Context: an optimization exercise on an open-source flow, tuned for small area. The choices shown serve that exercise and are no tape-out recipe.
The RTL was checked by simulation tests, not by an equivalence proof against the original design.

## the baseline
Design npu_core, start of the top module:
module npu_core (
    input  wire                  start,
    input  wire [31:0]    kernel_baseaddr,
    input  wire [31:0]    feature_baseaddr,
    input  wire [31:0]    output_baseaddr,
    input  wire [31:0]    feature_width,
    input  wire [31:0]    feature_height,
    input  wire [31:0]    feature_chin,
    input  wire [31:0]    feature_chout,
    input  wire [31:0]    output_width,
    input  wire [31:0]    output_height,
    input  wire [7:0]            kernel_size,
    input  wire [7:0]            stride,
    input  wire                  has_bias,
    input  wire                  has_relu,
    input  wire                  conv_mode,
    output wire                  busy,
    output wire [14:0] fram_raddr,
    input  wire [31:0]      fram_rdata,
    output wire [14:0] fram_waddr,
    output wire [31:0]      fram_wdata,
    output wire                    fram_we,
    output wire [9:0]     kram_raddr,
    output wire                            kram_slot,
    input  wire [8*32-1:0]  kram_rdata,
    output wire                  compute_done,
    output wire                  exception,
    input  wire                  clk,
    input  wire                  rst_n
);
For scale: ~680 I/O pins, roughly 110000 um^2 of cells after synthesis.
clock: 13.0 ns
lec_check: 0
cap_margin: 20
core_margin: 2
core_utilization: 40
cts_cluster_diameter: 80
cts_cluster_size: 35
place_density: 0.6
slew_margin: 20
synth_hierarchical: 1
standard.sh (not shown) runs the stock make flow with config.mk's settings and CLKGATE_MAP_FILE= SYNTH_SCRIPT=/design/flow/synth_recipe.tcl, a recipe that flattens the netlist after the stock synthesis.
==> flow/flow/run.sh <==
#!/bin/bash
# The standard layout (standard.sh: the standard flow's own ORFS run, standard synthesis
# included), with two changes made through ORFS's own variables:
# * the port buffers are the smallest buffer cell (every port still gets one);
# * the floorplan step drops synthesis buffers instead of upsizing cells on
#   unplaced timing.
# Each tool's output is in orfs/logs/; make's own output goes to standard.log.
export BUFFER_PORTS_ARGS="-buffer_cell sky130_fd_sc_hd__buf_1"
export REMOVE_ABC_BUFFERS=1
bash standard.sh > standard.log 2>&1
Inputs modified between the baseline and the candidate:
diff --git a/flow/design.v b/flow/design.v
--- a/flow/design.v
+++ b/flow/design.v
@@ -2805,12 +2805,34 @@
         for (i = 1; i < W; i = i + 1) begin : bits
             gxnor ux (.a(a[i]), .b(c[i]), .y(s[i]));
             gor   uo (.a(a[i]), .b(c[i]), .y(c[i+1]));
         end
     endgenerate
 endmodule
+module add3p1_rc #(parameter W = 15, parameter N = 10) (
+    input  [W-1:0] a,
+    input  [N-1:0] b,
+    input  [W-1:0] c,
+    output [W-1:0] s
+);
+    wire [W-1:0] u;
+    wire [W:0]   v;
+    genvar i;
+    generate
+        for (i = 0; i < W; i = i + 1) begin : csa
+            if (i < N) begin : f
+                fa u_fa (.a(a[i]), .b(b[i]), .c(c[i]), .s(u[i]), .co(v[i+1]));
+            end
+            else begin : h
+                ha u_ha (.a(a[i]), .b(c[i]), .s(u[i]), .co(v[i+1]));
+            end
+        end
+    endgenerate
+    assign v[0] = 1'b1;
+    add_rc #(.W(W), .N(W)) u_add (.a(u), .b(v[W-1:0]), .ci(1'b0), .s(s));
+endmodule
 `timescale 1ns/1ps
 module npu_core (
     input  wire                  start,
     input  wire [31:0]    kernel_baseaddr,
     input  wire [31:0]    feature_baseaddr,
     input  wire [31:0]    output_baseaddr,
@@ -2867,13 +2889,13 @@
 reg        m2, m3;                
 wire [14:0] mu_y;
 wire        mu_c1 = ig_init;
 mul_unit u_mul (
     .a (mu_c1 ? c_choff[10:0] : c_sfw[10:0]),
     .b (mu_c1 ? c_dcm1[10:0] : m2 ? {1'b0, ey} : {7'd0, c_s}),
-    .r (m2 ? {5'd0, c_fwk} : 15'd0),
+    .r (m2 ? {5'd0, c_fwk} : m3 ? ~{5'd0, c_fwk} : 15'd0),
     .y (mu_y)
 );
 always @(posedge clk) begin
     if (start_acc) begin
         c_s     <= stride[3:0];
         c_kw    <= kernel_size[3:0];
@@ -2891,34 +2913,32 @@
     if (start_acc)  c_dcm1  <= {4'd0, output_height[10:0]};
     else if (m2)    c_dcm1  <= mu_y;
     if (start_acc)  c_sfw   <= {4'd0, feature_width[10:0]};
     else if (m3)    c_sfw   <= mu_y;
 end
 reg [9:0]  ex, ey;
-reg [14:0] f_win, f_row;
+reg [14:0] f_win;
 wire [9:0]  exs, eys;
 wire        wrapx, wrapy;
 sub_rc #(.W(10), .N(4)) u_exs (.a(ex), .b(c_s), .s(exs), .nb(wrapx));
 sub_rc #(.W(10), .N(4)) u_eys (.a(ey), .b(c_s), .s(eys), .nb(wrapy));
 wire conv_done = wrapx & wrapy;
 wire [14:0] fwin_s, frow_s;
-add_rc #(.W(15), .N(4))  u_fwin (.a(f_win), .b(c_s),   .ci(1'b0), .s(fwin_s));
-add_rc #(.W(15), .N(15)) u_frow (.a(f_row), .b(c_sfw), .ci(1'b0), .s(frow_s));
+add_rc #(.W(15), .N(4)) u_fwin (.a(f_win), .b(c_s), .ci(1'b0), .s(fwin_s));
+add3p1_rc #(.W(15), .N(10)) u_frow (.a(f_win), .b(ex), .c(c_sfw), .s(frow_s));
 always @(posedge clk) begin
     if (start_acc) begin
         ex    <= fwk_in;
         ey    <= ey0_in;
         f_win <= feature_baseaddr[16:2];
-        f_row <= feature_baseaddr[16:2];
     end
     else if (d_flush) begin
         if (wrapx) begin
             ex    <= c_fwk;
             ey    <= eys;
             f_win <= frow_s;
-            f_row <= frow_s;
         end
         else begin
             ex    <= exs;
             f_win <= fwin_s;
         end
     end
@@ -3100,19 +3120,25 @@
         choff_w <= c_choff;
         relu_w  <= c_relu;
     end
     else if (we) begin
         wa <= wa_s;
     end
-    if (cnt == 4'd3)
-        dout <= acc[0];
-    else if (cnt == 4'd4)
-        dout <= acc[1];
-    else
-        dout <= wbuf[0];
 end
+wire dsel0 = (cnt == 4'd3);
+wire dsel1 = (cnt == 4'd4);
+wire dselb = ~(dsel0 | dsel1);
+genvar dk;
+generate
+    for (dk = 0; dk < 32; dk = dk + 1) begin : dmux
+        wire t, d;
+        ga22o u_a (.a1(dsel0), .a2(acc[0][dk]), .b1(dsel1), .b2(acc[1][dk]), .y(t));
+        ga21o u_b (.a1(dselb), .a2(wbuf[0][dk]), .b1(t), .y(d));
+        always @(posedge clk) dout[dk] <= d;
+    end
+endgenerate
 wire wb_ld  = (cnt == 4'd4);
 wire wb_ldn = ~wb_ld;
 genvar bj, bk;
 generate
     for (bj = 0; bj < 5; bj = bj + 1) begin : wbs
         for (bk = 0; bk < 32; bk = bk + 1) begin : b
==> run notes <==
Result: PASS for each of the candidate and the baseline
Taking the baseline as the reference, in the candidate multi-input logic area comparable, shortest period the worst path allows now smaller.
On detailed-route vias per instance, the higher figure sits with the candidate, not the baseline.
Total of clock buffers placed in the layout (the candidate over the baseline): increase, 1
Run comparison: the candidate endpoint of the worst setup timing path acc[2][31]; the baseline endpoint of the worst setup timing path acc[1][31]
Clock slew seen by the registers of the worst setup and hold paths across the candidate and the baseline: no real change.
[compare] base=the baseline new=the candidate: number of antenna violations at the first check in global routing went up about 34%; final non-filler cell total closely matched the old numbers.

==> what the ideal ports hide <==
How much do the figures lean on ideal ports? The routed layouts below were timed once more, with nothing changed but the port constraints.
Step 1 (the two cells are an assumption about what drives the block):
set clk [get_ports {clk}]
set_driving_cell -lib_cell sky130_fd_sc_hd__clkbuf_16 $clk
set_driving_cell -lib_cell sky130_fd_sc_hd__buf_2 [delete_from_list [all_inputs] $clk]
Step 2 also shifts input and output timing later by t, the mid clock arrival at the registers, as if the neighbouring blocks saw the same clock.
Three values: ideal ports, drivers, drivers and shift; two values: the first two.
run | t, ns | setup slack, ns | hold slack, ns
the baseline | 0.827 | 2.371 / 2.433 / 1.607 | 0.350 / 0.350 / 0.350
the candidate | 0.832 | 2.508 / 2.516 / 1.684 | 0.322 / 0.322 / 0.322
After both steps setup and hold are still met in every run listed. For the candidate, which loses most, drivers alone change the setup slack by +0.008 ns; drivers and shift together by -0.824 ns.
